This design comes from an exercise in tuning for small area, a short achievable clock period and few clock cycles per item on the open sky130 flow, not from production work. RTL that was checked went through simulation tests only; none was proved equivalent to the original. Function not checked in run 1: the RTL went through the layout flow alone. Power and IR drop assume default switching activity.

==> flow/run.sh <==
#!/bin/bash
# Layout flow: the standard synthesis unchanged, then the standard ORFS
# steps with these changes (settings in flow/params.sh):
#  - repair_timing is asked to leave a setup margin (SETUP_SLACK_MARGIN); the
#    design is still laid out and signed off at the design's clock period,
#    the margin only makes the resizer work harder;
#  - ports are buffered with plain buffers, and delay cells are not used as
#    buffers;
#  - clock tree buffers as set in CTS_ARGS;
#  - after global routing, cells are downsized where that keeps the setup
#    margin (flow/downsize.tcl).
# Each tool's output goes to its own log in this folder.
set -uo pipefail
source flow/params.sh
export FLOWDIR=$PWD/flow
bash standard.sh synth > synth.log 2>&1 || exit 1
export DONT_USE_CELLS="$EXTRA_DONT_USE"
VARS=(SETUP_SLACK_MARGIN=$MARGIN "BUFFER_PORTS_ARGS=$BUFFER_PORTS_ARGS" "${EXTRA[@]}")
if [[ -n "${DOWNSIZE_MARGIN:-}" ]]; then
  export DOWNSIZE_MARGIN DOWNSIZE_HOLD_MARGIN
  VARS+=("POST_GLOBAL_ROUTE_TCL=$FLOWDIR/downsize_hook.tcl")
fi
bash standard.sh "${VARS[@]}" finish > layout.log 2>&1
==> flow/downsize.tcl <==
# Area recovery that keeps a setup margin (global-routing parasitics are
# re-estimated after every change): try each instance at the smallest
# smaller drive strength of the same cell that keeps the worst setup slack at
# or above the margin, hold slack at or above 0 and no max slew/capacitance
# violation; keep the change only then.
proc cell_area {m} { return [expr {[$m getWidth] * [$m getHeight] / 1e6}] }
proc core_area {} {
  set a 0
  foreach i [[ord::get_db_block] getInsts] {
    set m [$i getMaster]
    if {[$m getType] eq "CORE"} { set a [expr {$a + [cell_area $m]}] }
  }
  return $a
}
proc downsize {margin hold_margin} {
  set db [ord::get_db]
  set block [ord::get_db_block]
  set base_slew [sta::max_slew_violation_count]
  set base_cap [sta::max_capacitance_violation_count]
  set cands {}
  foreach inst [$block getInsts] {
    set m [$inst getMaster]
    if {[$m getType] ne "CORE"} continue
    set name [$m getName]
    if {![regexp {^(sky130_fd_sc_hd__[a-z0-9]+)_([0-9]+)$} $name -> base size]} continue
    if {[string match "*clkbuf*" $base] || [string match "*clkinv*" $base]} continue
    if {[string match "*dly*" $base] || [string match "*conb*" $base]} continue
    set smaller {}
    foreach s {0 1 2 3 4 6 8 12 16} {
      if {$s >= $size} break
      set mm [$db findMaster ${base}_$s]
      if {$mm eq "NULL"} continue
      if {[llength [get_lib_cells -quiet ${base}_$s]] == 0} continue
      lappend smaller $mm
    }
    if {[llength $smaller] == 0} continue
    lappend cands [list [expr {[cell_area $m] - [cell_area [lindex $smaller 0]]}] $inst $smaller]
  }
  set cands [lsort -real -decreasing -index 0 $cands]
  set n 0
  foreach c $cands {
    lassign $c gain inst smaller
    set orig [$inst getMaster]
    set iname [$inst getName]
    foreach mm $smaller {
      replace_cell $iname [$mm getName]
      estimate_parasitics -global_routing
      if {[worst_slack -max] >= $margin && [worst_slack -min] >= $hold_margin
          && [sta::max_slew_violation_count] <= $base_slew
          && [sta::max_capacitance_violation_count] <= $base_cap} {
        incr n
        break
      }
      replace_cell $iname [$orig getName]
      estimate_parasitics -global_routing
    }
  }
  return $n
}
==> flow/downsize_hook.tcl <==
# POST_GLOBAL_ROUTE_TCL hook (runs inside ORFS's global_route.tcl after its
# repairs): area recovery on the globally routed design (flow/downsize.tcl)
# that keeps the setup margin, then detailed placement and incremental global
# routing of what changed, as ORFS does after its own repairs.
source $::env(FLOWDIR)/downsize.tcl
estimate_parasitics -global_routing
set ws [worst_slack -max]
set target [expr {min($::env(DOWNSIZE_MARGIN), $ws)}]
puts "downsize: before: area [core_area] setup ws $ws hold ws [worst_slack -min] target $target"
set n [downsize $target $::env(DOWNSIZE_HOLD_MARGIN)]
puts "downsize: after: $n resized, area [core_area] setup ws [worst_slack -max] hold ws [worst_slack -min]"
global_route -start_incremental
detailed_placement
global_route -end_incremental
estimate_parasitics -global_routing
puts "downsize: after reroute: setup ws [worst_slack -max] hold ws [worst_slack -min]"
==> flow/params.sh <==
MARGIN=7.8
BUFFER_PORTS_ARGS="-buffer_cell sky130_fd_sc_hd__buf_2"
EXTRA_DONT_USE="sky130_fd_sc_hd__dlygate4sd1_1 sky130_fd_sc_hd__dlygate4sd2_1 sky130_fd_sc_hd__dlygate4sd3_1 sky130_fd_sc_hd__clkdlybuf4s15_1 sky130_fd_sc_hd__clkdlybuf4s15_2 sky130_fd_sc_hd__clkdlybuf4s18_1 sky130_fd_sc_hd__clkdlybuf4s18_2 sky130_fd_sc_hd__clkdlybuf4s25_1 sky130_fd_sc_hd__clkdlybuf4s25_2 sky130_fd_sc_hd__clkdlybuf4s50_1 sky130_fd_sc_hd__clkdlybuf4s50_2 sky130_fd_sc_hd__dlymetal6s2s_1 sky130_fd_sc_hd__dlymetal6s4s_1 sky130_fd_sc_hd__dlymetal6s6s_1"
EXTRA=("CTS_ARGS=-sink_clustering_enable -repair_clock_nets -buf_list sky130_fd_sc_hd__clkbuf_8 -root_buf sky130_fd_sc_hd__clkbuf_16")
DOWNSIZE_MARGIN=7.8
DOWNSIZE_HOLD_MARGIN=0.05
==> standard.sh <==
#!/bin/bash
# synth_recipe.tcl (not shown) runs the flow's synth.tcl, then flattens the netlist and writes it again
# the make line also repeats each setting of config.mk as NAME=value (left out here)
make -C /OpenROAD-flow-scripts/flow DESIGN_CONFIG=/design/flow/config.mk WORK_HOME=/design/flow/orfs CLKGATE_MAP_FILE= SYNTH_SCRIPT=/design/flow/synth_recipe.tcl "${@:-finish}"
==> config.mk <==
export PLATFORM = sky130hd
export DESIGN_NAME = mproc
export DESIGN_NICKNAME = mproc
export VERILOG_FILES = /design/flow/design.v
export SDC_FILE = /design/flow/constraint.sdc
export NUM_CORES = 4
export LEC_CHECK = 0
export CAP_MARGIN = 20
export CORE_MARGIN = 2
export CORE_UTILIZATION = 40
export SLEW_MARGIN = 20
export SYNTH_HIERARCHICAL = 1
==> constraint.sdc <==
create_clock -name core_clock -period 11.0 [get_ports {clk}]
set_input_delay 2.2000 -clock core_clock [delete_from_list [all_inputs] [get_ports {clk}]]
set_output_delay 2.2000 -clock core_clock [all_outputs]
set_load 0.01 [all_outputs]
==> design.v <==
module rf_bit (input wire clk, we, nwe, d, output reg q);
  always @(posedge clk) q <= (q & nwe) | (d & we);
endmodule
module rf_bit_s (input wire clk, we, nwe, s, d, output reg q);
  always @(posedge clk) q <= (q & nwe) | (d & we) | s;
endmodule
module rd_bit (input wire [7:0] s, input wire [7:0] r, output wire o);
  assign o = |(s & r);
endmodule
module g_inv (input wire a, output wire y);
  assign y = ~a;
endmodule
module g_nand2 (input wire a, b, output wire y);
  assign y = ~(a & b);
endmodule
module g_nor2 (input wire a, b, output wire y);
  assign y = ~(a | b);
endmodule
module g_andn (input wire a, b, output wire y);
  assign y = a & ~b;
endmodule
module g_xor2 (input wire a, b, output wire y);
  assign y = a ^ b;
endmodule
module g_xnor2 (input wire a, b, output wire y);
  assign y = ~(a ^ b);
endmodule
module g_aoi21 (input wire a1, a2, b1, output wire y);
  assign y = ~((a1 & a2) | b1);
endmodule
module g_oai21 (input wire a1, a2, b1, output wire y);
  assign y = ~((a1 | a2) & b1);
endmodule
module g_maj3 (input wire a, b, c, output wire y);
  assign y = (a & b) | (c & (a | b));
endmodule
module g_a2bb2oi (input wire a1, a2, b1, b2, output wire y);
  assign y = ~((~a1 & ~a2) | (b1 & b2));
endmodule
module g_aoi211 (input wire a1, a2, b1, c1, output wire y);
  assign y = ~((a1 & a2) | b1 | c1);
endmodule
module g_mux2i (input wire a0, a1, s, output wire y);
  assign y = ~(s ? a1 : a0);
endmodule
module alu (input wire [1:0] op, input wire [15:0] i0, i1,
    output wire [15:0] o, output wire cout);
  wire nop1;
  wire bx0;
  wire gn0;
  wire pn0;
  wire l0;
  wire bx1;
  wire gn1;
  wire pn1;
  wire l1;
  wire bx2;
  wire gn2;
  wire pn2;
  wire l2;
  wire bx3;
  wire gn3;
  wire pn3;
  wire l3;
  wire bx4;
  wire gn4;
  wire pn4;
  wire l4;
  wire bx5;
  wire gn5;
  wire pn5;
  wire l5;
  wire bx6;
  wire gn6;
  wire pn6;
  wire l6;
  wire bx7;
  wire gn7;
  wire pn7;
  wire l7;
  wire bx8;
  wire gn8;
  wire pn8;
  wire l8;
  wire bx9;
  wire gn9;
  wire pn9;
  wire l9;
  wire bx10;
  wire gn10;
  wire pn10;
  wire l10;
  wire bx11;
  wire gn11;
  wire pn11;
  wire l11;
  wire bx12;
  wire gn12;
  wire pn12;
  wire l12;
  wire bx13;
  wire gn13;
  wire pn13;
  wire l13;
  wire bx14;
  wire gn14;
  wire pn14;
  wire l14;
  wire bx15;
  wire gn15;
  wire pn15;
  wire l15;
  wire nsub;
  wire g1_1;
  wire g1_2;
  wire p1_2;
  wire g1_3;
  wire p1_3;
  wire g1_4;
  wire p1_4;
  wire g1_5;
  wire p1_5;
  wire g1_6;
  wire p1_6;
  wire g1_7;
  wire p1_7;
  wire g1_8;
  wire p1_8;
  wire g1_9;
  wire p1_9;
  wire g1_10;
  wire p1_10;
  wire g1_11;
  wire p1_11;
  wire g1_12;
  wire p1_12;
  wire g1_13;
  wire p1_13;
  wire g1_14;
  wire p1_14;
  wire g1_15;
  wire p1_15;
  wire g1_16;
  wire p1_16;
  wire g2_2;
  wire g2_3;
  wire g2_4;
  wire p2_4;
  wire g2_5;
  wire p2_5;
  wire g2_6;
  wire p2_6;
  wire g2_7;
  wire p2_7;
  wire g2_8;
  wire p2_8;
  wire g2_9;
  wire p2_9;
  wire g2_10;
  wire p2_10;
  wire g2_11;
  wire p2_11;
  wire g2_12;
  wire p2_12;
  wire g2_13;
  wire p2_13;
  wire g2_14;
  wire p2_14;
  wire g2_15;
  wire p2_15;
  wire g2_16;
  wire p2_16;
  wire g3_4;
  wire n_g1_1;
  wire g3_5;
  wire g3_6;
  wire g3_7;
  wire g3_8;
  wire p3_8;
  wire g3_9;
  wire p3_9;
  wire g3_10;
  wire p3_10;
  wire g3_11;
  wire p3_11;
  wire g3_12;
  wire p3_12;
  wire g3_13;
  wire p3_13;
  wire g3_14;
  wire p3_14;
  wire g3_15;
  wire p3_15;
  wire g3_16;
  wire p3_16;
  wire g4_8;
  wire g4_9;
  wire n_g2_2;
  wire g4_10;
  wire n_g2_3;
  wire g4_11;
  wire g4_12;
  wire g4_13;
  wire g4_14;
  wire g4_15;
  wire g4_16;
  wire p4_16;
  wire g5_16;
  wire yn0;
  wire ca0;
  wire yn1;
  wire ca1;
  wire yn2;
  wire ca2;
  wire yn3;
  wire ca3;
  wire yn4;
  wire ca4;
  wire yn5;
  wire ca5;
  wire yn6;
  wire ca6;
  wire yn7;
  wire ca7;
  wire y8;
  wire y9;
  wire y10;
  wire y11;
  wire y12;
  wire y13;
  wire y14;
  wire y15;
  g_inv u1 (op[1], nop1);
  g_xor2 u2 (i1[0], op[0], bx0);
  g_nand2 u3 (i0[0], bx0, gn0);
  g_xnor2 u4 (i0[0], bx0, pn0);
  g_maj3 u5 (i0[0], i1[0], op[0], l0);
  g_xor2 u6 (i1[1], op[0], bx1);
  g_nand2 u7 (i0[1], bx1, gn1);
  g_xnor2 u8 (i0[1], bx1, pn1);
  g_maj3 u9 (i0[1], i1[1], op[0], l1);
  g_xor2 u10 (i1[2], op[0], bx2);
  g_nand2 u11 (i0[2], bx2, gn2);
  g_xnor2 u12 (i0[2], bx2, pn2);
  g_maj3 u13 (i0[2], i1[2], op[0], l2);
  g_xor2 u14 (i1[3], op[0], bx3);
  g_nand2 u15 (i0[3], bx3, gn3);
  g_xnor2 u16 (i0[3], bx3, pn3);
  g_maj3 u17 (i0[3], i1[3], op[0], l3);
  g_xor2 u18 (i1[4], op[0], bx4);
  g_nand2 u19 (i0[4], bx4, gn4);
  g_xnor2 u20 (i0[4], bx4, pn4);
  g_maj3 u21 (i0[4], i1[4], op[0], l4);
  g_xor2 u22 (i1[5], op[0], bx5);
  g_nand2 u23 (i0[5], bx5, gn5);
  g_xnor2 u24 (i0[5], bx5, pn5);
  g_maj3 u25 (i0[5], i1[5], op[0], l5);
  g_xor2 u26 (i1[6], op[0], bx6);
  g_nand2 u27 (i0[6], bx6, gn6);
  g_xnor2 u28 (i0[6], bx6, pn6);
  g_maj3 u29 (i0[6], i1[6], op[0], l6);
  g_xor2 u30 (i1[7], op[0], bx7);
  g_nand2 u31 (i0[7], bx7, gn7);
  g_xnor2 u32 (i0[7], bx7, pn7);
  g_maj3 u33 (i0[7], i1[7], op[0], l7);
  g_xor2 u34 (i1[8], op[0], bx8);
  g_nand2 u35 (i0[8], bx8, gn8);
  g_xnor2 u36 (i0[8], bx8, pn8);
  g_maj3 u37 (i0[8], i1[8], op[0], l8);
  g_xor2 u38 (i1[9], op[0], bx9);
  g_nand2 u39 (i0[9], bx9, gn9);
  g_xnor2 u40 (i0[9], bx9, pn9);
  g_maj3 u41 (i0[9], i1[9], op[0], l9);
  g_xor2 u42 (i1[10], op[0], bx10);
  g_nand2 u43 (i0[10], bx10, gn10);
  g_xnor2 u44 (i0[10], bx10, pn10);
  g_maj3 u45 (i0[10], i1[10], op[0], l10);
  g_xor2 u46 (i1[11], op[0], bx11);
  g_nand2 u47 (i0[11], bx11, gn11);
  g_xnor2 u48 (i0[11], bx11, pn11);
  g_maj3 u49 (i0[11], i1[11], op[0], l11);
  g_xor2 u50 (i1[12], op[0], bx12);
  g_nand2 u51 (i0[12], bx12, gn12);
  g_xnor2 u52 (i0[12], bx12, pn12);
  g_maj3 u53 (i0[12], i1[12], op[0], l12);
  g_xor2 u54 (i1[13], op[0], bx13);
  g_nand2 u55 (i0[13], bx13, gn13);
  g_xnor2 u56 (i0[13], bx13, pn13);
  g_maj3 u57 (i0[13], i1[13], op[0], l13);
  g_xor2 u58 (i1[14], op[0], bx14);
  g_nand2 u59 (i0[14], bx14, gn14);
  g_xnor2 u60 (i0[14], bx14, pn14);
  g_maj3 u61 (i0[14], i1[14], op[0], l14);
  g_xor2 u62 (i1[15], op[0], bx15);
  g_nand2 u63 (i0[15], bx15, gn15);
  g_xnor2 u64 (i0[15], bx15, pn15);
  g_maj3 u65 (i0[15], i1[15], op[0], l15);
  g_inv u66 (op[0], nsub);
  g_oai21 u67 (pn0, nsub, gn0, g1_1);
  g_oai21 u68 (pn1, gn0, gn1, g1_2);
  g_nor2 u69 (pn1, pn0, p1_2);
  g_oai21 u70 (pn2, gn1, gn2, g1_3);
  g_nor2 u71 (pn2, pn1, p1_3);
  g_oai21 u72 (pn3, gn2, gn3, g1_4);
  g_nor2 u73 (pn3, pn2, p1_4);
  g_oai21 u74 (pn4, gn3, gn4, g1_5);
  g_nor2 u75 (pn4, pn3, p1_5);
  g_oai21 u76 (pn5, gn4, gn5, g1_6);
  g_nor2 u77 (pn5, pn4, p1_6);
  g_oai21 u78 (pn6, gn5, gn6, g1_7);
  g_nor2 u79 (pn6, pn5, p1_7);
  g_oai21 u80 (pn7, gn6, gn7, g1_8);
  g_nor2 u81 (pn7, pn6, p1_8);
  g_oai21 u82 (pn8, gn7, gn8, g1_9);
  g_nor2 u83 (pn8, pn7, p1_9);
  g_oai21 u84 (pn9, gn8, gn9, g1_10);
  g_nor2 u85 (pn9, pn8, p1_10);
  g_oai21 u86 (pn10, gn9, gn10, g1_11);
  g_nor2 u87 (pn10, pn9, p1_11);
  g_oai21 u88 (pn11, gn10, gn11, g1_12);
  g_nor2 u89 (pn11, pn10, p1_12);
  g_oai21 u90 (pn12, gn11, gn12, g1_13);
  g_nor2 u91 (pn12, pn11, p1_13);
  g_oai21 u92 (pn13, gn12, gn13, g1_14);
  g_nor2 u93 (pn13, pn12, p1_14);
  g_oai21 u94 (pn14, gn13, gn14, g1_15);
  g_nor2 u95 (pn14, pn13, p1_15);
  g_oai21 u96 (pn15, gn14, gn15, g1_16);
  g_nor2 u97 (pn15, pn14, p1_16);
  g_aoi21 u98 (p1_2, op[0], g1_2, g2_2);
  g_aoi21 u99 (p1_3, g1_1, g1_3, g2_3);
  g_aoi21 u100 (p1_4, g1_2, g1_4, g2_4);
  g_nand2 u101 (p1_4, p1_2, p2_4);
  g_aoi21 u102 (p1_5, g1_3, g1_5, g2_5);
  g_nand2 u103 (p1_5, p1_3, p2_5);
  g_aoi21 u104 (p1_6, g1_4, g1_6, g2_6);
  g_nand2 u105 (p1_6, p1_4, p2_6);
  g_aoi21 u106 (p1_7, g1_5, g1_7, g2_7);
  g_nand2 u107 (p1_7, p1_5, p2_7);
  g_aoi21 u108 (p1_8, g1_6, g1_8, g2_8);
  g_nand2 u109 (p1_8, p1_6, p2_8);
  g_aoi21 u110 (p1_9, g1_7, g1_9, g2_9);
  g_nand2 u111 (p1_9, p1_7, p2_9);
  g_aoi21 u112 (p1_10, g1_8, g1_10, g2_10);
  g_nand2 u113 (p1_10, p1_8, p2_10);
  g_aoi21 u114 (p1_11, g1_9, g1_11, g2_11);
  g_nand2 u115 (p1_11, p1_9, p2_11);
  g_aoi21 u116 (p1_12, g1_10, g1_12, g2_12);
  g_nand2 u117 (p1_12, p1_10, p2_12);
  g_aoi21 u118 (p1_13, g1_11, g1_13, g2_13);
  g_nand2 u119 (p1_13, p1_11, p2_13);
  g_aoi21 u120 (p1_14, g1_12, g1_14, g2_14);
  g_nand2 u121 (p1_14, p1_12, p2_14);
  g_aoi21 u122 (p1_15, g1_13, g1_15, g2_15);
  g_nand2 u123 (p1_15, p1_13, p2_15);
  g_aoi21 u124 (p1_16, g1_14, g1_16, g2_16);
  g_nand2 u125 (p1_16, p1_14, p2_16);
  g_oai21 u126 (p2_4, nsub, g2_4, g3_4);
  g_inv u127 (g1_1, n_g1_1);
  g_oai21 u128 (p2_5, n_g1_1, g2_5, g3_5);
  g_oai21 u129 (p2_6, g2_2, g2_6, g3_6);
  g_oai21 u130 (p2_7, g2_3, g2_7, g3_7);
  g_oai21 u131 (p2_8, g2_4, g2_8, g3_8);
  g_nor2 u132 (p2_8, p2_4, p3_8);
  g_oai21 u133 (p2_9, g2_5, g2_9, g3_9);
  g_nor2 u134 (p2_9, p2_5, p3_9);
  g_oai21 u135 (p2_10, g2_6, g2_10, g3_10);
  g_nor2 u136 (p2_10, p2_6, p3_10);
  g_oai21 u137 (p2_11, g2_7, g2_11, g3_11);
  g_nor2 u138 (p2_11, p2_7, p3_11);
  g_oai21 u139 (p2_12, g2_8, g2_12, g3_12);
  g_nor2 u140 (p2_12, p2_8, p3_12);
  g_oai21 u141 (p2_13, g2_9, g2_13, g3_13);
  g_nor2 u142 (p2_13, p2_9, p3_13);
  g_oai21 u143 (p2_14, g2_10, g2_14, g3_14);
  g_nor2 u144 (p2_14, p2_10, p3_14);
  g_oai21 u145 (p2_15, g2_11, g2_15, g3_15);
  g_nor2 u146 (p2_15, p2_11, p3_15);
  g_oai21 u147 (p2_16, g2_12, g2_16, g3_16);
  g_nor2 u148 (p2_16, p2_12, p3_16);
  g_aoi211 u149 (p3_8, op[0], g3_8, op[1], g4_8);
  g_aoi211 u150 (p3_9, g1_1, g3_9, op[1], g4_9);
  g_inv u151 (g2_2, n_g2_2);
  g_aoi211 u152 (p3_10, n_g2_2, g3_10, op[1], g4_10);
  g_inv u153 (g2_3, n_g2_3);
  g_aoi211 u154 (p3_11, n_g2_3, g3_11, op[1], g4_11);
  g_aoi211 u155 (p3_12, g3_4, g3_12, op[1], g4_12);
  g_aoi211 u156 (p3_13, g3_5, g3_13, op[1], g4_13);
  g_aoi211 u157 (p3_14, g3_6, g3_14, op[1], g4_14);
  g_aoi211 u158 (p3_15, g3_7, g3_15, op[1], g4_15);
  g_aoi21 u159 (p3_16, g3_8, g3_16, g4_16);
  g_nand2 u160 (p3_16, p3_8, p4_16);
  g_oai21 u161 (p4_16, nsub, g4_16, g5_16);
  g_a2bb2oi u162 (op[1], pn0, op[1], l0, yn0);
  g_nand2 u163 (op[0], nop1, ca0);
  g_xor2 u164 (yn0, ca0, o[0]);
  g_a2bb2oi u165 (op[1], pn1, op[1], l1, yn1);
  g_nand2 u166 (g1_1, nop1, ca1);
  g_xor2 u167 (yn1, ca1, o[1]);
  g_a2bb2oi u168 (op[1], pn2, op[1], l2, yn2);
  g_nor2 u169 (g2_2, op[1], ca2);
  g_xnor2 u170 (yn2, ca2, o[2]);
  g_a2bb2oi u171 (op[1], pn3, op[1], l3, yn3);
  g_nor2 u172 (g2_3, op[1], ca3);
  g_xnor2 u173 (yn3, ca3, o[3]);
  g_a2bb2oi u174 (op[1], pn4, op[1], l4, yn4);
  g_nand2 u175 (g3_4, nop1, ca4);
  g_xor2 u176 (yn4, ca4, o[4]);
  g_a2bb2oi u177 (op[1], pn5, op[1], l5, yn5);
  g_nand2 u178 (g3_5, nop1, ca5);
  g_xor2 u179 (yn5, ca5, o[5]);
  g_a2bb2oi u180 (op[1], pn6, op[1], l6, yn6);
  g_nand2 u181 (g3_6, nop1, ca6);
  g_xor2 u182 (yn6, ca6, o[6]);
  g_a2bb2oi u183 (op[1], pn7, op[1], l7, yn7);
  g_nand2 u184 (g3_7, nop1, ca7);
  g_xor2 u185 (yn7, ca7, o[7]);
  g_mux2i u186 (pn8, l8, op[1], y8);
  g_xnor2 u187 (y8, g4_8, o[8]);
  g_mux2i u188 (pn9, l9, op[1], y9);
  g_xnor2 u189 (y9, g4_9, o[9]);
  g_mux2i u190 (pn10, l10, op[1], y10);
  g_xnor2 u191 (y10, g4_10, o[10]);
  g_mux2i u192 (pn11, l11, op[1], y11);
  g_xnor2 u193 (y11, g4_11, o[11]);
  g_mux2i u194 (pn12, l12, op[1], y12);
  g_xnor2 u195 (y12, g4_12, o[12]);
  g_mux2i u196 (pn13, l13, op[1], y13);
  g_xnor2 u197 (y13, g4_13, o[13]);
  g_mux2i u198 (pn14, l14, op[1], y14);
  g_xnor2 u199 (y14, g4_14, o[14]);
  g_mux2i u200 (pn15, l15, op[1], y15);
  g_xnor2 u201 (y15, g4_15, o[15]);
  assign cout = g5_16;
endmodule
module pc (input wire clk, reset, output reg [15:0] cnt);
  wire [16:0] c;
  assign c[0] = 1'b1;
  genvar i;
  generate
    for (i = 0; i < 16; i = i + 1) begin : g
      assign c[i+1] = c[i] & cnt[i];
    end
  endgenerate
  always @(posedge clk) cnt <= (cnt ^ c[15:0]) & ~{16{reset}};
endmodule
module reg_alu (input wire clk, reset, ex, clr, input wire [7:0] sa, sb, wr, input wire [2:0] d,
  input wire [1:0] op, output reg wb_en, output reg [2:0] wb_addr, output reg [15:0] wb_data,
  output reg cout);
  wire [15:0] q [0:7];
  reg c;
  wire [15:0] a, b, res;
  wire co;
  wire [7:0] we, nwe;
  assign we = wr;
  genvar i, j;
  generate
    for (i = 0; i < 8; i = i + 1) begin : g_we
      g_nor2 u (we[i], clr, nwe[i]);
    end
  endgenerate
  generate
    for (j = 0; j < 16; j = j + 1) begin : g_bit0
      rf_bit_s u (clk, we[0], nwe[0], clr, res[j], q[0][j]);
    end
    for (i = 1; i < 8; i = i + 1) begin : g_reg
      for (j = 0; j < 16; j = j + 1) begin : g_bit
        rf_bit u (clk, we[i], nwe[i], res[j], q[i][j]);
      end
    end
    for (j = 0; j < 16; j = j + 1) begin : g_rd
      rd_bit ua (sa, {q[7][j], q[6][j], q[5][j], q[4][j], q[3][j], q[2][j], q[1][j], q[0][j]}, a[j]);
      rd_bit ub (sb, {q[7][j], q[6][j], q[5][j], q[4][j], q[3][j], q[2][j], q[1][j], q[0][j]}, b[j]);
    end
  endgenerate
  alu alu_0 (op, a, b, res, co);
  always @(posedge clk) begin
    wb_en <= ex & ~reset;
    wb_addr <= d;
    wb_data <= res;
    c <= co;
    cout <= c;
  end
endmodule
module mproc (input wire clk, reset, input wire [15:0] ins, output wire [15:0] addr,
  output wire wb_en, output wire [2:0] wb_addr, output wire [15:0] wb_data, output wire cout);
  wire [7:0] sa, sb, wr;
  wire [2:0] d;
  wire [1:0] op;
  wire ex, clr;
  pc pc_0 (clk, reset, addr);
  ir ir_0 (clk, reset, ins, sa, sb, wr, d, op, ex, clr);
  reg_alu reg_alu_0 (clk, reset, ex, clr, sa, sb, wr, d, op, wb_en, wb_addr, wb_data, cout);
endmodule
module ir (input wire clk, reset, input wire [15:0] ins, output reg [7:0] sa, sb, wr,
  output reg [2:0] d, output reg [1:0] op, output wire ex, output reg clr);
  reg halted, halt_ir;
  wire halt_in = |ins[15:11];
  wire halted_nx = halted | (~clr & halt_ir);
  always @(posedge clk) begin
    sa <= 8'd1 << ins[2:0];
    sb <= 8'd1 << ins[5:3];
    wr <= (reset | halt_in | halted_nx) ? 8'd0 : (8'd1 << ins[8:6]);
    d <= ins[8:6];
    op <= ins[10:9];
    halt_ir <= halt_in;
    clr <= reset;
    halted <= reset ? 1'b0 : halted_nx;
  end
  assign ex = ~clr & ~halt_ir & ~halted;
endmodule
==> results of run 1 <==
-- placed cells by master (no fill, tap or decap), types with 8 or more instances in the layout --
cell type / count
sky130_fd_sc_hd__maj3_1: 16
sky130_fd_sc_hd__xor2_1: 18
sky130_fd_sc_hd__a221o_1: 16
sky130_fd_sc_hd__dfxtp_1: 180
sky130_fd_sc_hd__a21oi_1: 11
sky130_fd_sc_hd__a22oi_1: 128
sky130_fd_sc_hd__nor2_1: 33
sky130_fd_sc_hd__dfxtp_2: 11
sky130_fd_sc_hd__nand4_1: 32
sky130_fd_sc_hd__inv_1: 10
sky130_fd_sc_hd__a2bb2oi_1: 8
sky130_fd_sc_hd__ha_1: 11
sky130_fd_sc_hd__buf_1: 58
sky130_fd_sc_hd__nor2b_1: 10
sky130_fd_sc_hd__o21ai_1: 8
sky130_fd_sc_hd__a22o_1: 112
sky130_fd_sc_hd__mux2i_1: 8
sky130_fd_sc_hd__nor2_2: 8
sky130_fd_sc_hd__clkbuf_8: 16
sky130_fd_sc_hd__xnor2_2: 9
sky130_fd_sc_hd__nand2_1: 39
sky130_fd_sc_hd__xnor2_1: 18
sky130_fd_sc_hd__o21ai_0: 22
-- through the flow --
step | cell area, um^2 | hold slack, ns
3_5_place_dp | 9010 | 0.3143
4_1_cts | 9494 | 0.3476
2_1_floorplan | 8357 | 0.3096
6_report | 9314 | 0.3439
3_3_place_gp | 9010 | 0.3109
-- metal layers --
metal | track usage, % | vias to the layer above
met5 | 0 | -
met4 | 9.476 | 0
met3 | 5.276 | 55
met2 | 37.62 | 390
met1 | 32.88 | 3456
li1 | - | 3230
-- registers in the layout, indices dropped and copies added, names as in the netlist --
signal	flops
ir_0.sb	8
ir_0.clr	1
ir_0.op	2
reg_alu_0.g_bit0.u.q	16
reg_alu_0.g.g_bit.u.q	112
ir_0.sa	8
reg_alu_0.wb_en	1
pc_0.cnt	16
reg_alu_0.wb_data	16
ir_0.wr	8
reg_alu_0.c	1
ir_0.d	3
reg_alu_0.wb_addr	3
ir_0.halt_ir	1
reg_alu_0.cout	1
ir_0.halted	1
-- cell usage after synthesis (all sizes together), types with 8 or more instances --
cell / instances
a21oi: 16
nor2b: 10
mux2i: 8
dfxtp: 198
nor2: 41
a22o: 112
o21ai: 30
xor2: 22
maj3: 16
nand4: 32
a22oi: 128
nand2: 39
xnor2: 27
a2bb2oi: 8
a221o: 16
a211oi: 8
ha: 14
-- cells by family (layout without fill, tap and decap cells) --
family | after synthesis | count (layout)
xor+xnor | 49 | 49
compound gates | 318 | 318
buf+inv | 8 | 99
fa+ha+maj | 30 | 30
mux | 8 | 8
simple gates | 157 | 157
flops | 198 | 198
-- report_power, final --
group          total, W  switching, W  internal [W]
Clock          0.000456      0.000281      0.000175
Sequential     0.000767     0.0000303      0.000737
Combinational  0.000151      0.000105     0.0000468
-- final cells by class --
cell class | count | area (um^2)
Multi-Input combinational cell | 562 | 4312
Timing Repair Buffer | 61 | 241.5
Inverter | 6 | 22.52
Clock buffer | 17 | 245.2
Tap cell | 270 | 337.8
Clock inverter | 15 | 151.4
Sequential cell | 198 | 4004
Fill cell | 1975 | 11050
-- how the worst max path moves through the flow --
stage | endpoint | cells after the start | slack (ns)
after floorplan | ir_0.wr[0]$_SDFF_PP0_ | 4 | 7.39
after global placement | ir_0.wr[0]$_SDFF_PP0_ | 4 | 7.31
final | ir_0.wr[2]$_SDFF_PP0_ | 4 | 7.74
after detailed placement | ir_0.wr[2]$_SDFF_PP0_ | 4 | 7.29
after CTS | ir_0.wr[2]$_SDFF_PP0_ | 4 | 7.74
-- modules after synthesis (local to each module, per instance), a selection --
module	cells inside	times used	flip-flops and latches	cell area [um^2]
rf_bit	2	112	1	28.78
g_nand2	1	36	0	3.754
rd_bit	5	32	0	36.28
g_oai21	1	30	0	5.005
g_nor2	1	34	0	3.754
g_xor2	1	22	0	8.758
pc	48	1	16	635.6
g_inv	1	5	0	3.754
g_maj3	1	16	0	11.26
rf_bit_s	2	16	1	30.03
g_xnor2	1	26	0	8.758
==> tab_implementation.tex, run 1 <==
\begin{tabular}{lr}
\hline
Metric & Value \\
\hline
\multicolumn{2}{l}{\textbf{Synthesis}} \\
\quad Post-synthesis cell type with the largest combined area & sky130\_fd\_sc\_hd\_\_dfxtp\_1 \\
\quad Fraction of synthesized area in multiplexers & 0.9582\% \\
\quad Simple-gate portion of the synthesized area & a little over a tenth \\
\quad Combined area of all synthesized cells & around 8400 um\^{}2 \\
\quad FF+latch count, synth & 198 \\
\quad Unique cell type count in the Yosys netlist & 31 \\
\quad Share of flip-flops with an asynchronous set or reset & 0\% \\
\quad Largest family of logic cells by synthesized area & compound AO/OA/AOI/OAI gates \\
\quad Ranking of synthesized cells by area & sky130\_fd\_sc\_hd\_\_dfxtp\_1 (47\%), sky130\_fd\_sc\_hd\_\_a22o\_1 (12\%), sky130\_fd\_sc\_hd\_\_a22oi\_1 (11\%), sky130\_fd\_sc\_hd\_\_xnor2\_1 (2.8\%), sky130\_fd\_sc\_hd\_\_nand4\_1 (2.4\%) \\
\quad Post-Synth XOR/XNOR Area & 5.135\% \\
\quad Synth top area share & 47.43\% \\
\quad Gate Count Post-Synth & 768 \\
\quad Yosys warns & 11 \\
\quad Leading register cell type out of synthesis & sky130\_fd\_sc\_hd\_\_dfxtp\_1 \\
\quad Number of enable-type register cells in the synthesized netlist & 0 \\
\quad Proportion of synthesized chip area in sequential cells & 47.43\% \\
\quad Post-Synthesis Net Count & 800 \\
\quad Synth Area in Compound Gates & 31.26\% \\
\quad Post-synthesis area per instance & 10.88 um\^{}2 \\
\quad Adder-Cell Fraction of Synth Area & 4.252\% \\
\multicolumn{2}{l}{\textbf{Critical path}} \\
\quad Cell class contributing the biggest share of worst-path delay & simple AND/OR/NAND/NOR gates \\
\quad Capture point of the worst reg-to-reg path & reg\_alu\_0.g\_bit0[11].u.q\$\_DFF\_P\_ \\
\quad Ordered cell list for the critical path & buf\_6, or4\_4, or4\_4, nor4b\_4 \\
\quad Slowest-stage cell, CP & sky130\_fd\_sc\_hd\_\_or4\_4 \\
\quad Critical path peak fanout & 6 \\
\quad CP max stage delay & 0.56 ns \\
\quad Reg-to-reg slack, setup & $\sim$8 ns \\
\quad Kind of start point of the critical path & primary input \\
\quad Crit. Startpoint & ins[13] \\
\quad Library cell appearing most often on the critical path & sky130\_fd\_sc\_hd\_\_or4\_4 \\
\quad Crit Path Category & in2reg \\
\quad Required time worst endpoint & 11.33 ns \\
\quad Worst endpoint data arrival time & 3.59 ns \\
\quad Number of buffer and inverter instances along the worst setup path & 1 \\
\quad Launch instance of the worst register-to-register path & ir\_0.sb[7]\$\_SDFF\_PN0\_ \\
\quad Worst-case reg-to-reg path depth & 10 \\
\quad Endpoint class of the critical path & flip-flop \\
\multicolumn{2}{l}{\textbf{Min path}} \\
\quad End point of the worst hold path & reg\_alu\_0.wb\_addr[1]\$\_DFF\_P\_ \\
\quad Hold path depth & 0 \\
\quad Hold Path Class & reg2reg \\
\quad Start point of the worst min-delay path & ir\_0.d[1]\$\_DFF\_P\_ \\
\multicolumn{2}{l}{\textbf{STA}} \\
\quad Slew Limit Headroom & between 9 and 10\% \\
\quad Final-report hold violation count & 0 \\
\quad Final worst setup slack & 7.737 ns \\
\quad Max frequency & 306.4 MHz \\
\quad Post-route clock period utilization & $\sim$30\% \\
\quad \# setup viols final & 0 \\
\quad Pins over their slew limit & 0 \\
\quad Final Skew & approximately 0.042 ns \\
\quad Final Critical Period & 3.263 ns \\
\quad Worst Tran Pin Value & 1.353 ns \\
\quad Final total negative setup slack & 0 ns \\
\multicolumn{2}{l}{\textbf{Route}} \\
\quad Length of the first detailed-routing pass in iterations & 5 \\
\quad Total length of routed wires & 26,640 um \\
\quad M1 WL & 11,490 um \\
\quad Number of nets with antenna violations after routing & 0 \\
\quad Routed wl met2 & 12,010 um \\
\quad Ratio of routed vias to standard cells & between 6 and 7 \\
\quad Routed wire length per instance & 23.60 um \\
\quad Length of routed met3 wiring & approximately 2300 um \\
\quad Total DRC errors in the routed layout & 0 \\
\quad Violation count after the first detailed-routing iteration & 646 \\
\quad Highest metal used & met4 \\
\quad Via count & 7,131 \\
\multicolumn{2}{l}{\textbf{Die}} \\
\quad Total Die Area & 22,060 um\^{}2 \\
\quad Std-Cell Rows & 52 \\
\quad Die boundary height & around 150 um \\
\quad Top-level I/O count & 55 \\
\quad Placeable core region & roughly 20,000 um\^{}2 \\
\quad X dimension of the die & 148.5 um \\
\quad Initial Util & between 40\% and 50\% \\
\multicolumn{2}{l}{\textbf{Power and ir drop}} \\
\quad Maximum vdd ir drop & 0.08225 mV \\
\quad Static leakage & 3.378 nW \\
\quad Post-layout total power & 0.001374 W \\
\quad Power density relative to cell area & $\sim$150 nW/um\^{}2 \\
\multicolumn{2}{l}{\textbf{Place}} \\
\quad Number of buffers added on ports & between 50 and 60 \\
\quad Final weighted congestion in routability-driven placement & 0.9266 \\
\quad Worst setup slack after placement & $\sim$7.3 ns \\
\quad Number of cells in the design after placement & 1,096 \\
\quad HPWL Detailed & 15,650 um \\
\multicolumn{2}{l}{\textbf{Outcome}} \\
\quad Outcome & complete, no violations \\
\multicolumn{2}{l}{\textbf{Cells and area}} \\
\quad Final core utilization & 45.74\% \\
\quad Share of cells above drive strength 1 & 9.895\% \\
\quad Number of standard cells in the final layout excluding fillers & 1,129 \\
\quad Relative area change from synthesis to final layout & 11.45\% \\
\quad Antenna diode instance count & 0 \\
\quad Final net count & approximately 880 \\
\multicolumn{2}{l}{\textbf{Clock network}} \\
\quad Maximum root-to-sink buffer count & 2 \\
\quad H-Tree Level Count & 4 \\
\quad Clock root cell & sky130\_fd\_sc\_hd\_\_clkbuf\_16 \\
\quad Sink Count & 198 \\
\quad CTS clock-pin slew for the worst setup and hold paths & 0.12 ns \\
\quad Post-CTS sizing & 21 \\
\quad Count of buffers added by post-CTS timing repair for setup & 1 \\
\quad Clock latency at the later pin of the worst-skew pair & $\sim$0.40 ns \\
\quad Clock tree from TritonCTS & yes \\
\quad Cts hold-fix bufs & 0 \\
\quad TritonCTS Buffers & 17 \\
\multicolumn{2}{l}{\textbf{Global routing}} \\
\quad Wire length of the first global-routing pass & 40,050 um \\
\quad Number of global-route vias before repair & approximately 6,800 \\
\quad GRT Total Usage & around a quarter \\
\quad Number of antenna violations at the first check in global routing & 0 \\
\quad Global route total overflow & 0 \\
\quad Largest net degree at the start of global routing & 37 \\
\multicolumn{2}{l}{\textbf{Flow run}} \\
\quad Max-cap viol count & 0 \\
\hline
\end{tabular}
==> run 2: changes to the inputs <==
--- a/design.v
+++ b/design.v
@@ -444,7 +444,7 @@
   endgenerate
   always @(posedge clk) cnt <= (cnt ^ c[15:0]) & ~{16{reset}};
 endmodule
-module reg_alu (input wire clk, reset, ex, clr, input wire [7:0] sa, sb, wr, input wire [2:0] d,
+module reg_alu (input wire clk, reset, ex, clr, input wire [7:0] sa, sb, input wire [2:0] d,
   input wire [1:0] op, output reg wb_en, output reg [2:0] wb_addr, output reg [15:0] wb_data,
   output reg cout);
   wire [15:0] q [0:7];
@@ -452,7 +452,7 @@
   wire [15:0] a, b, res;
   wire co;
   wire [7:0] we, nwe;
-  assign we = wr;
+  assign we = {8{ex}} & (8'd1 << d);
   genvar i, j;
   generate
     for (i = 0; i < 8; i = i + 1) begin : g_we
@@ -484,28 +484,31 @@
 endmodule
 module mproc (input wire clk, reset, input wire [15:0] ins, output wire [15:0] addr,
   output wire wb_en, output wire [2:0] wb_addr, output wire [15:0] wb_data, output wire cout);
-  wire [7:0] sa, sb, wr;
+  wire [7:0] sa, sb;
   wire [2:0] d;
   wire [1:0] op;
   wire ex, clr;
   pc pc_0 (clk, reset, addr);
-  ir ir_0 (clk, reset, ins, sa, sb, wr, d, op, ex, clr);
-  reg_alu reg_alu_0 (clk, reset, ex, clr, sa, sb, wr, d, op, wb_en, wb_addr, wb_data, cout);
+  ir ir_0 (clk, reset, ins, sa, sb, d, op, ex, clr);
+  reg_alu reg_alu_0 (clk, reset, ex, clr, sa, sb, d, op, wb_en, wb_addr, wb_data, cout);
 endmodule
-module ir (input wire clk, reset, input wire [15:0] ins, output reg [7:0] sa, sb, wr,
-  output reg [2:0] d, output reg [1:0] op, output wire ex, output reg clr);
-  reg halted, halt_ir;
-  wire halt_in = |ins[15:11];
-  wire halted_nx = halted | (~clr & halt_ir);
+module ir (input wire clk, reset, input wire [15:0] ins, output reg [7:0] sa, sb,
+  output reg [2:0] d, output reg [1:0] op, output wire ex, clr);
+  reg valid, halted, halt_ir;
   always @(posedge clk) begin
     sa <= 8'd1 << ins[2:0];
     sb <= 8'd1 << ins[5:3];
-    wr <= (reset | halt_in | halted_nx) ? 8'd0 : (8'd1 << ins[8:6]);
     d <= ins[8:6];
     op <= ins[10:9];
-    halt_ir <= halt_in;
-    clr <= reset;
-    halted <= reset ? 1'b0 : halted_nx;
+    halt_ir <= |ins[15:11];
+    if (reset) begin
+      valid <= 1'b0;
+      halted <= 1'b0;
+    end else begin
+      valid <= 1'b1;
+      if (valid & halt_ir) halted <= 1'b1;
+    end
   end
-  assign ex = ~clr & ~halt_ir & ~halted;
+  assign ex = valid & ~halt_ir & ~halted;
+  assign clr = ~valid;
 endmodule
--- a/config.mk
+++ b/config.mk
@@ -7,6 +7,6 @@
 export LEC_CHECK = 0
 export CAP_MARGIN = 20
 export CORE_MARGIN = 2
-export CORE_UTILIZATION = 40
+export CORE_UTILIZATION = 55
 export SLEW_MARGIN = 20
 export SYNTH_HIERARCHICAL = 1
==> run 2 against run 1 <==
Still clean. Clock power is 6.1% lower. Worst hold slack got worse by 0.0040 ns. Flip-flop and latch count decreased by 8. Count of clock-buffer cells in the layout grew 2. Sequential power is 3.4% lower. First-iteration DRC count grew 43%. Critical path depth shrank 2. Combinational power shrank 3%. Wire length shrank 6.1%. Via count grew 1.3%. Maximum frequency up 3.3%. Critical path type is now reg2out. Critical endpoint is now addr[0]. Highest routed layer unchanged.
==> tab_implementation.tex, run 2 <==
\begin{tabular}{lr}
\hline
Metric & Value \\
\hline
\multicolumn{2}{l}{\textbf{Synthesis}} \\
\quad Post-synthesis cell type with the largest combined area & sky130\_fd\_sc\_hd\_\_dfxtp\_1 \\
\quad Leading register cell type out of synthesis & sky130\_fd\_sc\_hd\_\_dfxtp\_1 \\
\quad Post-synthesis area per instance & roughly 11 um\^{}2 \\
\quad Proportion of synthesized chip area in sequential cells & 46.64\% \\
\quad Number of enable-type register cells in the synthesized netlist & 0 \\
\quad Post-Synthesis Net Count & 786 \\
\quad Yosys warns & 11 \\
\quad FF+latch count, synth & 190 \\
\quad Unique cell type count in the Yosys netlist & 31 \\
\quad Most used standard cell by instance count after synthesis & sky130\_fd\_sc\_hd\_\_dfxtp\_1 \\
\quad Share of flip-flops with an asynchronous set or reset & 0\% \\
\quad Synth top area share & 46.64\% \\
\quad Gate Count Post-Synth & around 750 \\
\quad Combined area of all synthesized cells & 8155 um\^{}2 \\
\quad Commonest cells in the netlist & sky130\_fd\_sc\_hd\_\_dfxtp\_1 (190), sky130\_fd\_sc\_hd\_\_a22oi\_1 (128), sky130\_fd\_sc\_hd\_\_a22o\_1 (112) \\
\quad Ranking of synthesized cells by area & sky130\_fd\_sc\_hd\_\_dfxtp\_1 (47\%), sky130\_fd\_sc\_hd\_\_a22o\_1 (12\%), sky130\_fd\_sc\_hd\_\_a22oi\_1 (12\%), sky130\_fd\_sc\_hd\_\_xnor2\_1 (2.9\%), sky130\_fd\_sc\_hd\_\_nand4\_1 (2.5\%) \\
\multicolumn{2}{l}{\textbf{Critical path}} \\
\quad Capture point of the worst reg-to-reg path & reg\_alu\_0.g\_bit0[14].u.q\$\_DFF\_P\_ \\
\quad Required time worst endpoint & around 8.8 ns \\
\quad Slowest-stage cell, CP & sky130\_fd\_sc\_hd\_\_dfxtp\_2 \\
\quad Kind of start point of the critical path & flip-flop \\
\quad Ordered cell list for the critical path & buf\_6, buf\_6 \\
\quad Library cell appearing most often on the critical path & sky130\_fd\_sc\_hd\_\_buf\_6 \\
\quad Worst-case reg-to-reg path depth & 10 \\
\quad Critical path peak fanout & 2 \\
\quad Number of buffer and inverter instances along the worst setup path & 2 \\
\quad CP max stage delay & 0.34 ns \\
\quad Worst endpoint data arrival time & 0.96 ns \\
\quad Cell class contributing the biggest share of worst-path delay & flip-flops \\
\quad Reg-to-reg slack, setup & 7.91 ns \\
\quad Launch instance of the worst register-to-register path & ir\_0.sb[0]\$\_SDFF\_PP0\_ \\
\quad Crit Path Category & reg2out \\
\quad Logic depth of the worst path, buffers included & 2 \\
\quad Endpoint class of the critical path & output pin \\
\multicolumn{2}{l}{\textbf{STA}} \\
\quad Slew Limit Headroom & 13.81\% \\
\quad Pins over their slew limit & 0 \\
\quad Final total negative setup slack & 0 ns \\
\quad Final-report hold violation count & 0 \\
\quad Final Skew & 0.02320 ns \\
\quad Final worst setup slack & 7.842 ns \\
\quad Final Critical Period & between 3 and 4 ns \\
\quad Max frequency & 316.6 MHz \\
\quad Post-route clock period utilization & 28.71\% \\
\quad Worst Tran Pin Value & 1.291 ns \\
\quad \# setup viols final & 0 \\
\multicolumn{2}{l}{\textbf{Power and ir drop}} \\
\quad Maximum vdd ir drop & between 0.1 and 0.15 mV \\
\quad Post-layout total power & 0.001316 W \\
\quad Power density relative to cell area & 145.8 nW/um\^{}2 \\
\quad Static leakage & 3.306 nW \\
\multicolumn{2}{l}{\textbf{Route}} \\
\quad Routed wire length per instance & 24.39 um \\
\quad Number of nets with antenna violations after routing & 0 \\
\quad Total length of routed wires & 25,020 um \\
\quad Violation count after the first detailed-routing iteration & 923 \\
\quad Ratio of routed vias to standard cells & 7.039 \\
\quad Via count & $\sim$7,200 \\
\quad Total DRC errors in the routed layout & 0 \\
\quad Length of the first detailed-routing pass in iterations & 5 \\
\multicolumn{2}{l}{\textbf{Cells and area}} \\
\quad Highest-count cells in the layout ignoring fill and taps & sky130\_fd\_sc\_hd\_\_dfxtp\_1 (171), sky130\_fd\_sc\_hd\_\_a22oi\_1 (128), sky130\_fd\_sc\_hd\_\_a22o\_1 (112), sky130\_fd\_sc\_hd\_\_buf\_1 (52), sky130\_fd\_sc\_hd\_\_nand2\_1 (39) \\
\quad Final net count & 861 \\
\quad Register bank with the most flops & reg\_alu\_0.g.g\_bit.u.q \\
\quad Relative area change from synthesis to final layout & 10.65\% \\
\quad Max reg flops & 112 \\
\quad Most common library cell in the layout ignoring fill and taps & sky130\_fd\_sc\_hd\_\_dfxtp\_1 \\
\quad Antenna diode instance count & 0 \\
\quad Share of cells above drive strength 1 & 11.76\% \\
\multicolumn{2}{l}{\textbf{Die}} \\
\quad Die boundary height & 125.8 um \\
\quad Placeable core region & 14,530 um\^{}2 \\
\quad X dimension of the die & 125.8 um \\
\quad Std-Cell Rows & 44 \\
\quad Initial Util & 56.11\% \\
\quad Total Die Area & 15,820 um\^{}2 \\
\quad Top-level I/O count & 55 \\
\multicolumn{2}{l}{\textbf{Clock network}} \\
\quad TritonCTS Buffers & 17 \\
\quad Clock tree from TritonCTS & yes \\
\quad Maximum root-to-sink buffer count & 2 \\
\quad Post-CTS sizing & 17 \\
\quad Clock root cell & sky130\_fd\_sc\_hd\_\_clkbuf\_16 \\
\quad Clock latency at the later pin of the worst-skew pair & 0.40 ns \\
\quad Sink Count & 190 \\
\quad H-Tree Level Count & 4 \\
\quad CTS clock-pin slew for the worst setup and hold paths & 0.10 ns \\
\quad Count of buffers added by post-CTS timing repair for setup & 1 \\
\quad Cts hold-fix bufs & 0 \\
\multicolumn{2}{l}{\textbf{Min path}} \\
\quad Start point of the worst min-delay path & reg\_alu\_0.c\$\_DFF\_P\_ \\
\quad Hold Path Class & reg2reg \\
\quad Hold path depth & 0 \\
\quad End point of the worst hold path & reg\_alu\_0.cout\$\_DFF\_P\_ \\
\multicolumn{2}{l}{\textbf{Outcome}} \\
\quad Outcome & complete, no violations \\
\multicolumn{2}{l}{\textbf{Global routing}} \\
\quad Wire length of the first global-routing pass & between 30,000 and 40,000 um \\
\quad Largest net degree at the start of global routing & 37 \\
\quad Number of global-route vias before repair & $\sim$6,800 \\
\quad GRT Total Usage & 31.41\% \\
\quad Number of antenna violations at the first check in global routing & 0 \\
\quad Global route total overflow & 0 \\
\multicolumn{2}{l}{\textbf{Place}} \\
\quad Worst setup slack after placement & around 7.6 ns \\
\quad Number of buffers added on ports & 54 \\
\quad HPWL Detailed & 15,100 um \\
\quad Final weighted congestion in routability-driven placement & $\sim$0.94 \\
\multicolumn{2}{l}{\textbf{Flow run}} \\
\quad Max-cap viol count & 0 \\
\hline
\end{tabular}
## run 2: report_power, final
group          internal (W)  switching [W]
clock              0.000179       0.000249
sequential         0.000709      0.0000321
combinational     0.0000483      0.0000990
## run 2: cell type report
type / count / area, um^2
sequential: 190 / 3830
timing repair buffer: 57 / 241.5
inverter: 7 / 26.28
multi-input combinational: 556 / 4325
clock buffer: 19 / 272.8
tap: 184 / 230.2
fill: 1279 / 5510
clock inverter: 13 / 97.59
## run 2: layer usage
metal,global-route usage [%],routed length [um],part of all wire (%),vias to the layer above
li1,-,-,-,3172
met1,41.78,10200,41,3431
met2,47.76,10940,44,500
met3,7.859,2618,10,119
met4,15.77,1259,5.0,0
met5,0,0,0,-
## run 2: per-stage QoR
stage / area [um^2] / util (%) / hold WS (ns) / cells
2_1_floorplan: 8155 / - / 0.3096 / 754
3_3_place_gp: 8675 / 59.68 / 0.3165 / 992
3_5_place_dp: 8690 / 59.79 / 0.3197 / 993
4_1_cts: 9154 / 62.98 / 0.3407 / 1026
6_report: 9024 / 62.09 / 0.3399 / 1026
## run 2: Yosys stat by module, one instance, submodules excluded, a selection
module    flops+latches  cells
rd_bit                0      5
g_nor2                0      1
g_mux2i               0      1
g_inv                 0      1
g_aoi211              0      1
g_oai21               0      1
rf_bit_s              1      2
reg_alu              22     31
g_nand2               0      1
## run 2: kinds of logic (layout without fill, tap and decap cells)
kind of cell	after synthesis	in the layout	synth area share [%]
compound gates	319	319	32.10
flops	190	190	46.64
simple gates	150	150	10.20
xor+xnor	49	49	5.262
fa+ha+maj	30	30	4.357
mux	8	8	0.9819
buf+inv	8	96	0.4603
## run 2: worst max path at each step
stage	start	slack, ns	endpoint
after floorplan	ir_0.op[0]$_DFF_P_	7.90	reg_alu_0.g_bit0[15].u.q$_DFF_P_
after global placement	ir_0.sb[5]$_SDFF_PN0_	7.67	reg_alu_0.g_bit0[14].u.q$_DFF_P_
after detailed placement	ir_0.sb[3]$_SDFF_PP0_	7.61	reg_alu_0.g_bit0[14].u.q$_DFF_P_
after CTS	pc_0.cnt[0]$_DFF_P_	7.79	addr[0]
final	pc_0.cnt[0]$_DFF_P_	7.84	addr[0]
## run 2: worst register-to-register path: stages, from the launching register on
cell,delay [ns]
sky130_fd_sc_hd__dfxtp_2,0.67
sky130_fd_sc_hd__a22oi_1,0.19
sky130_fd_sc_hd__nand4_1,0.16
sky130_fd_sc_hd__xor2_1,0.28
sky130_fd_sc_hd__xnor2_2,0.21
sky130_fd_sc_hd__nor2_1,0.10
sky130_fd_sc_hd__a21oi_1,0.29
sky130_fd_sc_hd__o21ai_1,0.17
sky130_fd_sc_hd__a211oi_2,0.30
sky130_fd_sc_hd__xnor2_2,0.23
sky130_fd_sc_hd__a221o_1,0.37
Testbench counts of run 2, summed over its fixed seeds: cycles 6,861, instrs 6,733.
==> run 3: changes to the inputs <==
--- a/config.mk
+++ b/config.mk
@@ -7,6 +7,6 @@
 export LEC_CHECK = 0
 export CAP_MARGIN = 20
 export CORE_MARGIN = 2
-export CORE_UTILIZATION = 55
+export CORE_UTILIZATION = 40
 export SLEW_MARGIN = 20
 export SYNTH_HIERARCHICAL = 1
==> run 3 against run 2 <==
Setup slack improved by 0.021 ns. Register-to-register slack worse by 0.03 ns. Synthesized cell count is the same. Wire length about the same. Largest power group unchanged. Synthesized area stayed put.
==> tab_implementation.tex, run 3 <==
\begin{tabular}{lr}
\hline
Metric & Value \\
\hline
\multicolumn{2}{l}{\textbf{Min path}} \\
\quad End point of the worst hold path & reg\_alu\_0.cout\$\_DFF\_P\_ \\
\quad Hold Path Class & reg2reg \\
\quad Start point of the worst min-delay path & reg\_alu\_0.c\$\_DFF\_P\_ \\
\quad Hold path depth & 0 \\
\multicolumn{2}{l}{\textbf{Route}} \\
\quad Total DRC errors in the routed layout & 0 \\
\quad Number of nets with antenna violations after routing & 0 \\
\quad Routed wire length per instance & 22.47 um \\
\quad Via count & 7,015 \\
\quad Ratio of routed vias to standard cells & around 6.3 \\
\quad Total length of routed wires & 25,030 um \\
\quad Violation count after the first detailed-routing iteration & 762 \\
\quad Length of the first detailed-routing pass in iterations & 7 \\
\multicolumn{2}{l}{\textbf{Place}} \\
\quad HPWL Detailed & 15,250 um \\
\quad Final weighted congestion in routability-driven placement & 0.9232 \\
\quad Area of placed instances & 8820 um\^{}2 \\
\quad Number of buffers added on ports & 54 \\
\multicolumn{2}{l}{\textbf{Synthesis}} \\
\quad Proportion of synthesized chip area in sequential cells & between 40 and 50\% \\
\quad Combined area of all synthesized cells & between 8000 and 9000 um\^{}2 \\
\quad Gate Count Post-Synth & 754 \\
\quad Commonest cells in the netlist & sky130\_fd\_sc\_hd\_\_dfxtp\_1 (190), sky130\_fd\_sc\_hd\_\_a22oi\_1 (128), sky130\_fd\_sc\_hd\_\_a22o\_1 (112) \\
\quad Leading register cell type out of synthesis & sky130\_fd\_sc\_hd\_\_dfxtp\_1 \\
\quad Share of flip-flops with an asynchronous set or reset & 0\% \\
\quad Number of enable-type register cells in the synthesized netlist & 0 \\
\quad Ranking of synthesized cells by area & sky130\_fd\_sc\_hd\_\_dfxtp\_1 (47\%), sky130\_fd\_sc\_hd\_\_a22o\_1 (12\%), sky130\_fd\_sc\_hd\_\_a22oi\_1 (12\%), sky130\_fd\_sc\_hd\_\_xnor2\_1 (2.9\%), sky130\_fd\_sc\_hd\_\_nand4\_1 (2.5\%) \\
\quad Post-synthesis area per instance & roughly 11 um\^{}2 \\
\quad Most used standard cell by instance count after synthesis & sky130\_fd\_sc\_hd\_\_dfxtp\_1 \\
\quad Yosys warns & 11 \\
\quad FF+latch count, synth & 190 \\
\quad Unique cell type count in the Yosys netlist & 31 \\
\quad Synth top area share & 46.64\% \\
\quad Post-synthesis cell type with the largest combined area & sky130\_fd\_sc\_hd\_\_dfxtp\_1 \\
\quad Post-Synthesis Net Count & between 700 and 800 \\
\multicolumn{2}{l}{\textbf{Cells and area}} \\
\quad Share of cells above drive strength 1 & 11.02\% \\
\quad Multi-input logic area & about 4300 um\^{}2 \\
\quad Design Area, Final & between 9000 and 10,000 um\^{}2 \\
\quad Antenna diode instance count & 0 \\
\quad Highest-count cells in the layout ignoring fill and taps & sky130\_fd\_sc\_hd\_\_dfxtp\_1 (173), sky130\_fd\_sc\_hd\_\_a22oi\_1 (128), sky130\_fd\_sc\_hd\_\_a22o\_1 (112), sky130\_fd\_sc\_hd\_\_buf\_1 (53), sky130\_fd\_sc\_hd\_\_nand2\_1 (39) \\
\quad Relative area change from synthesis to final layout & 11.74\% \\
\quad Storage element area & about 3800 um\^{}2 \\
\quad Max reg flops & between 100 and 150 \\
\quad Register bank with the most flops & reg\_alu\_0.g.g\_bit.u.q \\
\quad Final net count & around 860 \\
\quad FILL cells & between 1,500 and 2,000 \\
\quad Final core utilization & 45.33\% \\
\quad Most common library cell in the layout ignoring fill and taps & sky130\_fd\_sc\_hd\_\_dfxtp\_1 \\
\multicolumn{2}{l}{\textbf{Critical path}} \\
\quad Critical path peak fanout & 2 \\
\quad Slowest-stage cell, CP & sky130\_fd\_sc\_hd\_\_dfxtp\_1 \\
\quad Cell class contributing the biggest share of worst-path delay & flip-flops \\
\quad Kind of start point of the critical path & flip-flop \\
\quad Required time worst endpoint & just under 9 ns \\
\quad Ordered cell list for the critical path & buf\_1 \\
\quad Endpoint class of the critical path & output pin \\
\quad Worst endpoint data arrival time & 0.94 ns \\
\quad Capture point of the worst reg-to-reg path & reg\_alu\_0.g\_reg[5].g\_bit[12].u.q\$\_DFF\_P\_ \\
\quad Reg-to-reg slack, setup & approximately 7.9 ns \\
\quad Worst-case reg-to-reg path depth & 6 \\
\quad Number of buffer and inverter instances along the worst setup path & 1 \\
\quad CP max stage delay & between 0.3 and 0.4 ns \\
\quad Launch instance of the worst register-to-register path & ir\_0.valid\$\_DFF\_P\_ \\
\quad Crit Path Category & reg2out \\
\multicolumn{2}{l}{\textbf{STA}} \\
\quad Post-route clock period utilization & 28.52\% \\
\quad Final Skew & 0.03269 ns \\
\quad Final total negative setup slack & 0 ns \\
\quad Worst hold slack & 0.3368 ns \\
\quad Pins over their slew limit & 0 \\
\quad Worst Tran Pin Value & 1.134 ns \\
\quad Final-report hold violation count & 0 \\
\quad Slew Limit Headroom & 24.32\% \\
\quad \# setup viols final & 0 \\
\quad Max frequency & 318.7 MHz \\
\quad Final Critical Period & 3.138 ns \\
\multicolumn{2}{l}{\textbf{Clock network}} \\
\quad Post-CTS sizing & 18 \\
\quad Maximum root-to-sink buffer count & 2 \\
\quad TritonCTS Buffers & 17 \\
\quad H-Tree Level Count & 4 \\
\quad Sink Count & 190 \\
\quad Cts hold-fix bufs & 0 \\
\quad Clock tree from TritonCTS & yes \\
\quad Clock root cell & sky130\_fd\_sc\_hd\_\_clkbuf\_16 \\
\quad Clock latency at the later pin of the worst-skew pair & 0.40 ns \\
\quad Count of buffers added by post-CTS timing repair for setup & 0 \\
\quad CTS clock-pin slew for the worst setup and hold paths & roughly 0.090 ns \\
\multicolumn{2}{l}{\textbf{Global routing}} \\
\quad Largest net degree at the start of global routing & 37 \\
\quad Met2 routing resource usage after global routing & roughly a third \\
\quad Number of antenna violations at the first check in global routing & 0 \\
\quad Number of global-route vias before repair & 6,567 \\
\quad Wire length of the first global-routing pass & 38,380 um \\
\quad Grt met3 use & between 6 and 7\% \\
\quad Met1 Usage GRT & 31.19\% \\
\quad Global route total overflow & 0 \\
\quad GRT Total Usage & 23.19\% \\
\quad Layer with the highest usage after global routing & met2 \\
\multicolumn{2}{l}{\textbf{Power and ir drop}} \\
\quad Maximum vdd ir drop & 0.07622 mV \\
\quad Post-layout total power & 0.001324 W \\
\quad Static leakage & 3.319 nW \\
\quad Power density relative to cell area & 145.3 nW/um\^{}2 \\
\multicolumn{2}{l}{\textbf{Outcome}} \\
\quad Outcome & complete, no violations \\
\multicolumn{2}{l}{\textbf{Die}} \\
\quad X dimension of the die & 146.8 um \\
\quad Std-Cell Rows & 52 \\
\quad Placeable core region & 20,100 um\^{}2 \\
\quad Die boundary height & 146.8 um \\
\quad Initial Util & 40.57\% \\
\quad Top-level I/O count & 55 \\
\quad Total Die Area & 21,550 um\^{}2 \\
\multicolumn{2}{l}{\textbf{Flow run}} \\
\quad Max-cap viol count & 0 \\
\hline
\end{tabular}
[run 3: power by group]
group	leakage, nW	internal [W]	switching, W
Combinational	1.55	0.0000471	0.000102
Sequential	1.56	0.000709	0.0000277
Clock	0.216	0.000187	0.000251
Total	3.32	0.000943	0.000381
[run 3: kinds of logic (layout without fill, tap and decap cells)]
group | after synthesis | after routing | share of synthesized area, %
xor gates and xnor gates | 49 | 49 | 5.262
buffers and inverters | 8 | 98 | 0.4603
AOI/OAI and AO/OA | 319 | 319 | 32.10
DFF | 190 | 190 | 46.64
muxes | 8 | 8 | 0.9819
adders and majority gates | 30 | 30 | 4.357
and+or+nand+nor | 150 | 150 | 10.20
[run 3: final cells by class]
cell class              count  share of cell area [%]
multi-input cells         556                   47.33
flip-flops and latches    190                   42.00
well taps                 270                   3.707
clock buffers              17                   2.691
repair buffers             59                   2.595
clock inverters            15                   1.346
inverters                   7                  0.3295
[run 3: routing by layer]
metal	share of wire (%)	wire length, um
met1	43	10890
met2	44	10970
met3	9.3	2334
met4	3.4	840
met5	0	0
[run 3: how the worst max path moves through the flow]
stage | startpoint | to | slack (ns) | cells after the start
after global placement | ir_0.valid$_DFF_P_ | reg_alu_0.g_bit0[3].u.q$_DFF_P_ | 7.23 | 5
final | pc_0.cnt[15]$_DFF_P_ | addr[15] | 7.86 | 1
after detailed placement | ir_0.sb[3]$_SDFF_PP0_ | reg_alu_0.g_bit0[15].u.q$_DFF_P_ | 7.59 | 10
after CTS | ir_0.sa[7]$_SDFF_PN0_ | reg_alu_0.g_bit0[15].u.q$_DFF_P_ | 7.80 | 9
after floorplan | ir_0.op[0]$_DFF_P_ | reg_alu_0.g_bit0[15].u.q$_DFF_P_ | 7.90 | 8
[run 3: stage by stage]
| step | cells | setup WS [ns] |
|---|---|---|
| 2_1_floorplan | 754 | 7.901 |
| 3_3_place_gp | 1081 | 7.232 |
| 3_5_place_dp | 1082 | 7.588 |
| 4_1_cts | 1114 | 7.805 |
| 6_report | 1114 | 7.862 |
[run 3: modules after synthesis (local to each module, per instance), a selection]
module,cells inside,flip-flops and latches,area (um^2)
g_xor2,1,0,8.758
ir,50,24,639.4
g_xnor2,1,0,8.758
rd_bit,5,0,36.28
g_mux2i,1,0,10.01
reg_alu,31,22,543.0
g_a2bb2oi,1,0,15.01
g_aoi21,1,0,8.758
g_inv,1,0,3.754
g_aoi211,1,0,12.51
rf_bit_s,2,1,30.03
pc,48,16,635.6

port drivers added, routing unchanged:
In the flow no input, the clock included, has a driving cell. The finished layouts below were timed again as built, in two steps.
Step 1 sets driving cells, clkbuf_16 on the clock port and buf_2 on the other inputs (assumed; they add their load-dependent delay and slew).
Step 2 times the ports against the registers' clock, not the clock port: input delays grow and output delays shrink by t, the midpoint of the rising clock arrivals with the driver on.
Three values: ideal, step 1, step 2; two values: the first two.
run	t, ns	setup slack, ns	worst setup path at the end	slew at the worst register clock pin (ns)	cell pins on the clock port's net
run 1	0.433	7.737 / 7.751 / 7.318	input to register	0.12 / 0.12	1
run 2	0.433	7.842 / 7.799 / 7.914	register to register	0.10 / 0.10	1
run 3	0.430	7.862 / 7.819 / 7.876	register to register	0.11 / 0.11	1
After both steps setup and hold are still met in every run listed. The setup slack of run 1, which loses most, moves by +0.014 ns with the drivers and by -0.419 ns with both steps.
